This design comes from an exercise in tuning for small area on the open sky130 flow, not from production work. In this exercise RTL edits were held to simulation tests only and were not proved equivalent to the original.

// edgeDetection2
module edgeDetection2(
    input  logic        clk,
    input  logic        n_rst,
    input  logic        startSignal,
    input  logic [23:0] inputData,
    input  logic        rwError,
    input  logic        readDone,
    input  logic        writeDone,
    output logic [31:0] readAddress,
    output logic [7:0]  outputData,
    output logic        readEnable,
    output logic        writeEnable,
    output logic        outputError
);
==> module edgeDetection2, before the edit <==
module edgeDetection2(
    input  logic        clk,
    input  logic        n_rst,
    input  logic        startSignal,
    input  logic [23:0] inputData,
    input  logic        rwError,
    input  logic        readDone,
    input  logic        writeDone,
    output logic [31:0] readAddress,
    output logic [7:0]  outputData,
    output logic        readEnable,
    output logic        writeEnable,
    output logic        outputError
);
localparam [2:0] IDLE = 3'd0, GEN = 3'd1, WAITD = 3'd2, STORE = 3'd3,
                 ERR = 3'd4, WRITE = 3'd5;
reg [2:0] state;
wire exec  = (state == GEN);
wire sWait = (state == WAITD);
wire store = (state == STORE);
wire grab  = (state == WAITD) & readDone & ~rwError;
reg  [3:0] cnt;      
reg        np3;      
wire       cntTop = np3 ? (cnt == 4'd3) : (cnt == 4'd9);
always_ff @(posedge clk, negedge n_rst)
    if (!n_rst) state <= IDLE;
    else case (state)
        IDLE:    if (startSignal) state <= GEN;
        GEN:     state <= WAITD;
        WAITD:   if (rwError) state <= ERR; else if (readDone) state <= STORE;
        STORE:   state <= cntTop ? WRITE : GEN;
        WRITE:   if (writeDone) state <= GEN;
        default: state <= state;
    endcase
assign readEnable  = (state == WAITD);
assign writeEnable = (state == WRITE);
assign outputError = (state == ERR);
reg [1:0] row;       
reg [9:0] col;       
reg [8:0] off;       
wire rowWrap = row[1] & row[0];
wire colWrap = col[9] & col[7];
wire offWrap = &{off[8:6], off[4:1]};
reg  np3Pre;
wire colWrapD2 = np3 & ~np3Pre;
wire [9:0] colInc; wire [10:0] colC;
wire [8:0] offInc; wire [9:0] offC;
assign colC[0] = rowWrap;
assign offC[0] = colWrap;
genvar gi;
generate
    for (gi = 0; gi < 10; gi = gi + 1) begin : colIncBit
        ha_u u (.a(col[gi]), .b(colC[gi]), .s(colInc[gi]), .co(colC[gi+1]));
    end
    for (gi = 0; gi < 9; gi = gi + 1) begin : offIncBit
        ha_u u (.a(off[gi]), .b(offC[gi]), .s(offInc[gi]), .co(offC[gi+1]));
    end
endgenerate
always_ff @(posedge clk, negedge n_rst)
    if (!n_rst) begin
        row <= '0; col <= '0; off <= '0;
        np3Pre <= 1'b0; np3 <= 1'b0;
    end else begin
        if (rowWrap) row <= '0; else if (exec) row <= {row[1] ^ row[0], ~row[0]};
        col <= colInc & {10{~colWrap}};
        off <= offInc & {9{~(offWrap & ~(exec | sWait))}};
        np3Pre <= (|col[9:2]) | (col[1] & col[0]);
        np3 <= np3Pre;
    end
wire rowZ  = ~(row[1] | row[0]);
wire colZ  = ~(|col);
wire back  = rowZ & colZ;             
wire [6:0] colLoDec; wire [7:0] colBw;
assign colBw[0] = rowZ;
generate
    for (gi = 0; gi < 7; gi = gi + 1) begin : colDecBit
        assign colLoDec[gi] = col[gi] ^ colBw[gi];
        assign colBw[gi+1]  = ~col[gi] & colBw[gi];
    end
endgenerate
wire [2:0] colHi = back ? 3'd4 : (col[9:7] - {2'd0, colBw[7]});
wire [1:0] k = rowZ ? (back ? 2'd1 : 2'd2) : (row - 2'd1);
wire [11:0] addrHi;
addr_calc addrCalc (.row(k), .off(off), .col(colHi), .hi(addrHi));
assign readAddress = {8'd0, addrHi, colLoDec, 5'd0};
always_ff @(posedge clk, negedge n_rst)
    if (!n_rst) cnt <= '0;
    else if (colWrapD2) cnt <= '0;
    else if (grab) begin
        if (np3 ? (cnt >= 4'd3) : (cnt >= 4'd9)) cnt <= 4'd1;
        else cnt <= cnt + 4'd1;
    end
wire [7:0] grey;
grey_conv greyConv (.inputData(inputData), .g(grey));
reg [7:0] pixel;
always_ff @(posedge clk) pixel <= grey;
reg [7:0] m1, m2, m3, n4, m5, m6, n7, n8, n9;
wire [7:0] npixel = ~pixel;
wire shift3 = np3 & store & (cnt == 4'd1);
wire [9:0] ld;       
assign ld[0] = 1'b0;
generate
    for (gi = 1; gi < 10; gi = gi + 1) begin : ldDec
        assign ld[gi] = ~np3 & (gi == 9 ? (cnt == 4'd9 || cnt == 4'd0) : (cnt == gi));
    end
endgenerate
wire [7:0] m1d, m2d, n4d, m5d, n7d, n8d;
wire h1 = ~(ld[1] | shift3), h2 = ~(ld[4] | shift3), h4 = ~(ld[2] | shift3),
     h5 = ~(ld[5] | shift3), h7 = ~(ld[3] | shift3), h8 = ~(ld[6] | shift3);
generate
    for (gi = 0; gi < 8; gi = gi + 1) begin : winSel
        sel3_u s1 (.a(m1[gi]), .b(m2[gi]),  .c(pixel[gi]),  .sa(h1), .sb(shift3), .sc(ld[1]), .y(m1d[gi]));
        sel3_u s2 (.a(m2[gi]), .b(m3[gi]),  .c(pixel[gi]),  .sa(h2), .sb(shift3), .sc(ld[4]), .y(m2d[gi]));
        sel3n_u s4 (.a(~n4[gi]), .b(m5[gi]), .c(pixel[gi]), .sa(h4), .sb(shift3), .sc(ld[2]), .y(n4d[gi]));
        sel3_u s5 (.a(m5[gi]), .b(m6[gi]),  .c(pixel[gi]),  .sa(h5), .sb(shift3), .sc(ld[5]), .y(m5d[gi]));
        sel3_u s7 (.a(n7[gi]), .b(n8[gi]),  .c(npixel[gi]), .sa(h7), .sb(shift3), .sc(ld[3]), .y(n7d[gi]));
        sel3_u s8 (.a(n8[gi]), .b(n9[gi]),  .c(npixel[gi]), .sa(h8), .sb(shift3), .sc(ld[6]), .y(n8d[gi]));
    end
endgenerate
always_ff @(posedge clk) begin
    m1 <= m1d; m2 <= m2d; n4 <= n4d; m5 <= m5d; n7 <= n7d; n8 <= n8d;
    if (ld[7] | (np3 & store & (cnt == 4'd1))) m3 <= pixel;
    if (ld[8] | (np3 & store & (cnt == 4'd2))) m6 <= pixel;
    if (ld[9] | (np3 & store & (cnt == 4'd3))) n9 <= npixel;
end
wire [7:0] mag;
sobel_mag sobelMag (.m1(m1), .m2(m2), .m3(m3), .n4(n4), .m6(m6), .n7(n7),
                    .n8(n8), .n9(npixel), .outputData(mag));
reg [7:0] outR;
always_ff @(posedge clk) outR <= mag;
assign outputData = outR;
endmodule
export LEC_CHECK = 0
export CAP_MARGIN = 20
export CORE_MARGIN = 2
export CORE_UTILIZATION = 40
export SLEW_MARGIN = 20
export SYNTH_HIERARCHICAL = 1
create_clock -name core_clock -period 12.0 [get_ports {clk}]
standard.sh (not shown) runs the stock make flow with config.mk's settings and CLKGATE_MAP_FILE= SYNTH_SCRIPT=/design/flow/synth_recipe.tcl, a recipe that flattens the netlist after the stock synthesis.
==> flow/flow/run.sh <==
#!/bin/bash
set -e
export BUFFER_PORTS_ARGS="-buffer_cell sky130_fd_sc_hd__buf_1"
export CTS_ARGS="-sink_clustering_enable -repair_clock_nets -dont_use_dummy_load -buf_list sky130_fd_sc_hd__clkbuf_4 -sink_clustering_size 20 -sink_clustering_max_diameter 120"
bash standard.sh > standard.log 2>&1
Rerun with:
--- a/flow/design.v
+++ b/flow/design.v
@@ -292,8 +292,9 @@
         np3 <= np3Pre;
     end
 wire rowZ  = ~(row[1] | row[0]);
 wire colZ  = ~(|col);
+wire offZ  = ~(|off);
 wire back  = rowZ & colZ;             
 wire [6:0] colLoDec; wire [7:0] colBw;
 assign colBw[0] = rowZ;
 generate
@@ -303,10 +304,11 @@
     end
 endgenerate
 wire [2:0] colHi = back ? 3'd4 : (col[9:7] - {2'd0, colBw[7]});
 wire [1:0] k = rowZ ? (back ? 2'd1 : 2'd2) : (row - 2'd1);
+wire [8:0] offR = off | ({9{back & offZ}} & 9'd478);
 wire [11:0] addrHi;
-addr_calc addrCalc (.row(k), .off(off), .col(colHi), .hi(addrHi));
+addr_calc addrCalc (.row(k), .off(offR), .col(colHi), .hi(addrHi));
 assign readAddress = {8'd0, addrHi, colLoDec, 5'd0};
 always_ff @(posedge clk, negedge n_rst)
     if (!n_rst) cnt <= '0;
     else if (colWrapD2) cnt <= '0;
After rerunning: The new run passed the timing, design-rule and antenna checks. Final cell count is higher slightly. Maximum frequency is higher slightly. Critical path depth stays the same. Non-clock buffer count is unchanged. Wire length is higher slightly. Worst hold slack loses 0.049 ns. Worst setup slack gains 0.10 ns. Via count rose slightly. Sequential cell count does not change. Utilization stays flat. Sequential share of layout area goes down by 0.13 points. Design area increases slightly. Global-route usage is about the same.

## what the ideal ports hide
Ports are ideal in the flow. The routed layouts listed here were re-timed in OpenROAD. Step 1, drivers: a clkbuf_16 drives clk and a buf_2 each remaining input, both assumed. Step 2 times the ports against the registers' clock, not the clock port: input delays grow and output delays shrink by t, the midpoint of the rising clock arrivals with the driver on. Slacks: ideal ports / drivers / drivers and shift; pairs: ideal ports / drivers.
| run | shift t [ns] | setup slack, ns | hold slack, ns | clock arrival spread, ns | worst data-port slew with drivers (ns) |
|---|---|---|---|---|---|
| the first run | 0.524 | 1.226 / 1.226 / 1.226 | 0.426 / 0.426 / 0.426 | 0.033 / 0.033 | 0.04 |
| the second run | 0.542 | 1.329 / 1.329 / 1.329 | 0.377 / 0.377 / 0.377 | 0.035 / 0.035 | 0.04 |
After both steps setup and hold are still met in every run listed.
